From an optimization exercise on the open Yosys and OpenROAD flow, aimed at small area; shortcuts taken in it are not production practice. The RTL was checked by simulation tests, not by an equivalence proof against the original design. Power figures rest on the tool's default switching activity, not on a simulated workload.

Design hdmi_tmds_audio, start of the top module:
module hdmi_tmds_audio(
	input				clk_pixel,
	input				sys_nrst,
	input	[31 : 0]	hdmi_aud,
	output	[29:0]		tmds
);
	wire rst = !sys_nrst;
	genvar g;
	function automatic [7:0] ecc_step;
		input [7:0] e;
		input b;
		ecc_step = (e >> 1) ^ ((e[0] ^ b) ? 8'b10000011 : 8'd0);
	endfunction
	function automatic [7:0] ecc56;
		input [55:0] d;
		integer k;
		reg [7:0] e;
		begin
			e = 8'd0;
			for (k = 0; k < 56; k = k + 1)
				e = ecc_step(e, d[k]);
			ecc56 = e;
		end
	endfunction
	function automatic [7:0] ecc24;
		input [23:0] d;
		integer k;
		reg [7:0] e;
		begin
			e = 8'd0;
			for (k = 0; k < 24; k = k + 1)
				e = ecc_step(e, d[k]);
			ecc24 = e;
		end
	endfunction
	localparam [19:0] ACR_N = 20'd6144;
	localparam [19:0] ACR_CTS = 20'd48;
	localparam [55:0] ACR_SUB = {ACR_N[7:0], ACR_N[15:8], 4'd0, ACR_N[19:16], ACR_CTS[7:0], ACR_CTS[15:8], 4'd0, ACR_CTS[19:16], 8'd0};
	localparam [63:0] ACR_BCH = {ecc56(ACR_SUB), ACR_SUB};
	localparam [23:0] ACR_HDR = 24'h000001;
	localparam [31:0] ACR_HBCH = {ecc24(ACR_HDR), ACR_HDR};
	localparam [23:0] ASP_HDR = 24'h000F02;
	localparam [31:0] ASP_HBCH = {ecc24(ASP_HDR), ASP_HDR};
	localparam [7:0] ASP_HB = ecc24(24'h100000);
	localparam [7:0] K_L = ecc56(56'd3 << 50);
	localparam [7:0] K_R = ecc56(56'd3 << 54);
	function automatic [7:0] ecc_step2;
		input [7:0] e;
		input b0;
		input b1;
		ecc_step2 = ecc_step(ecc_step(e, b0), b1);
  ...
export LEC_CHECK = 0
export CAP_MARGIN = 20
export CORE_MARGIN = 2
export CORE_UTILIZATION = 40
export SLEW_MARGIN = 20
create_clock -name core_clock -period 6.7 [get_ports {clk_pixel}]
run.sh (not shown) runs the stock make flow with config.mk's settings and CLKGATE_MAP_FILE= SYNTH_SCRIPT=/design/flow/synth_recipe.tcl, a recipe that flattens the netlist after the stock synthesis.
The starting point finished clean.
Next try:
==> flow/flow/run.sh (new file) <==
#!/bin/bash
# Own layout flow: the standard synthesis, then the combinational logic of
# that netlist re-mapped with a stronger ABC script (registers untouched), then
# the standard layout from floorplan to finish on the re-mapped netlist.
set -euo pipefail
here=$(pwd)
res=$here/orfs/results/$FLOW_PLATFORM/hdmi_tmds_audio/base
yosys_bin=$FLOW_HOME/../tools/install/yosys/bin/yosys
lib=$FLOW_HOME/platforms/$FLOW_PLATFORM/lib/sky130_fd_sc_hd__tt_025C_1v80.lib

bash standard.sh synth > $here/log_1_standard_synth.log 2>&1

cp $res/1_2_yosys.v $here/std_synth.v
LIB=$lib IN_V=$here/std_synth.v OUT_V=$here/resynth.v TOP=$FLOW_TOP \
  ABC_SCRIPT=$here/flow/resynth.abc DELAY_PS=$(awk "BEGIN{print int($FLOW_PERIOD_NS*1000)}") \
  $yosys_bin -c $here/flow/resynth.tcl > $here/log_2_resynth.log 2>&1
cp $here/resynth.v $res/1_2_yosys.v
rm -f $res/1_synth.odb $res/1_synth.sdc

# clock tree without dummy loads; the smallest buffer on the ports
bash standard.sh \
  "CTS_ARGS=-sink_clustering_enable -repair_clock_nets -dont_use_dummy_load -buf_list sky130_fd_sc_hd__clkbuf_8 -sink_clustering_size 40 -sink_clustering_max_diameter 100" \
  "BUFFER_PORTS_ARGS=-buffer_cell sky130_fd_sc_hd__buf_1" \
  finish > $here/log_3_standard_layout.log 2>&1
==> flow/flow/resynth.abc (new file) <==
strash
&get -n
&deepsyn -T 20
&put
strash
&get -n
&dch -f
&nf -R 1000
&put
==> flow/flow/resynth.tcl (new file) <==
# Re-map the combinational logic of the standard synthesis netlist with ABC.
# Flip-flops are kept as black-box instances, so their names and cell types
# are exactly those of the standard synthesis.
set lib $::env(LIB)
yosys read_liberty -ignore_miss_func $lib
yosys read_verilog $::env(IN_V)
yosys hierarchy -top $::env(TOP)
foreach m [list dfxtp_1 dfxtp_2 dfxtp_4 edfxtp_1 dfrtp_1 dfrtp_2 dfrtp_4 dfstp_1 dfstp_2 dfstp_4 dfbbn_1 dfbbp_1 dfrtn_1 conb_1] {
  catch { yosys blackbox sky130_fd_sc_hd__$m }
}
yosys flatten
yosys opt -purge
set dont_use {}
foreach c {probe_p_8 probec_p_8 lpflow_*} { lappend dont_use -dont_use sky130_fd_sc_hd__$c }
yosys abc -liberty $lib -D $::env(DELAY_PS) -script $::env(ABC_SCRIPT) {*}$dont_use
yosys opt_clean -purge
# define every library cell again so that the checks know their pin directions
yosys read_liberty -lib -nooverwrite $lib
yosys hilomap -singleton -hicell sky130_fd_sc_hd__conb_1 HI -locell sky130_fd_sc_hd__conb_1 LO
yosys check -assert -mapped
yosys stat -liberty $lib
yosys write_verilog -noattr -nohex -nodec $::env(OUT_V)
==> flow/standard.sh (new file) <==
#!/bin/bash
# synth_recipe.tcl (not shown) runs the flow's synth.tcl, then flattens the netlist and writes it again
# the make line also repeats each setting of config.mk as NAME=value (left out here)
make -C /OpenROAD-flow-scripts/flow DESIGN_CONFIG=/design/flow/config.mk WORK_HOME=/design/flow/orfs CLKGATE_MAP_FILE= SYNTH_SCRIPT=/design/flow/synth_recipe.tcl "${@:-finish}"
--- a/flow/config.mk
+++ b/flow/config.mk
@@ -10,2 +10,5 @@
 export CORE_UTILIZATION = 40
+export CTS_BUF_LIST = sky130_fd_sc_hd__clkbuf_8
+export CTS_CLUSTER_DIAMETER = 100
+export CTS_CLUSTER_SIZE = 40
 export SLEW_MARGIN = 20
removed: flow/run.sh
The new run produced a clean layout.
Setup slack got worse by 0.32 ns.
Wire length shrinks by 19%.
Critical path depth grows by 5.
Final area fell by 26%.
Die area fell by 21%.
Next try:
--- a/flow/flow/run.sh
+++ b/flow/flow/run.sh
@@ -19,6 +19,2 @@
 
-# clock tree without dummy loads; the smallest buffer on the ports
-bash standard.sh \
-  "CTS_ARGS=-sink_clustering_enable -repair_clock_nets -dont_use_dummy_load -buf_list sky130_fd_sc_hd__clkbuf_8 -sink_clustering_size 40 -sink_clustering_max_diameter 100" \
-  "BUFFER_PORTS_ARGS=-buffer_cell sky130_fd_sc_hd__buf_1" \
-  finish > $here/log_3_standard_layout.log 2>&1
+bash standard.sh finish > $here/log_3_standard_layout.log 2>&1
Effect: The changed run finished with timing, DRC and antenna clean. Core utilization went up by 3.9 points. Clock power went up by 59%. Maximum frequency went down by 7.4%. Global-route usage went up by 0.43 points.
Next try:
==> flow/run.sh (new file) <==
#!/bin/bash
# synth_recipe.tcl (not shown) runs the flow's synth.tcl, then flattens the netlist and writes it again
# the make line also repeats each setting of config.mk as NAME=value (left out here)
make -C /OpenROAD-flow-scripts/flow DESIGN_CONFIG=/design/flow/config.mk WORK_HOME=/design/flow/orfs CLKGATE_MAP_FILE= SYNTH_SCRIPT=/design/flow/synth_recipe.tcl finish
--- a/flow/config.mk
+++ b/flow/config.mk
@@ -10,5 +10,5 @@
 export CORE_UTILIZATION = 40
-export CTS_BUF_LIST = sky130_fd_sc_hd__clkbuf_8
-export CTS_CLUSTER_DIAMETER = 100
-export CTS_CLUSTER_SIZE = 40
+export CTS_BUF_LIST = sky130_fd_sc_hd__clkbuf_4
+export CTS_CLUSTER_DIAMETER = 60
+export CTS_CLUSTER_SIZE = 30
 export SLEW_MARGIN = 20
removed: flow/flow/run.sh
removed: flow/flow/resynth.abc
removed: flow/flow/resynth.tcl
removed: flow/standard.sh
Result: The changed run completed without violations; power came out higher by a quarter to a third; sequential cell count is unchanged; via count came out higher by about a fifth; clock-buffer cell count came out lower by 2.

-- separate check: timing with driven ports --
In the flow no input, the clock included, has a driving cell. The finished layouts below were timed again as built, in two steps.
Step 1: set_driving_cell puts a clkbuf_16 on clk_pixel and a buf_2 on each other input, an assumption about the parent block.
Step 2 times the ports against the registers' clock, not the clock port: input delays grow and output delays shrink by t, the midpoint of the rising clock arrivals with the driver on.
Slacks: ideal ports / drivers / drivers and shift; pairs: ideal ports / drivers.
run | shift t [ns] | setup slack, ns | worst hold slack (ns) | latest minus earliest clock arrival (ns) | cell pins on the clock port's net
the first run | 0.459 | 2.608 / 2.568 / 3.026 | 0.321 / 0.321 / 0.321 | 0.015 / 0.015 | 1
the second run | 0.453 | 2.290 / 2.258 / 2.711 | 0.324 / 0.324 / 0.324 | 0.024 / 0.024 | 1
the third run | 0.461 | 1.936 / 1.900 / 2.361 | 0.328 / 0.328 / 0.328 | 0.012 / 0.012 | 1
the fourth run | 0.568 | 2.476 / 2.443 / 3.011 | 0.329 / 0.329 / 0.329 | 0.024 / 0.023 | 1
After both steps every run listed still meets setup and hold.
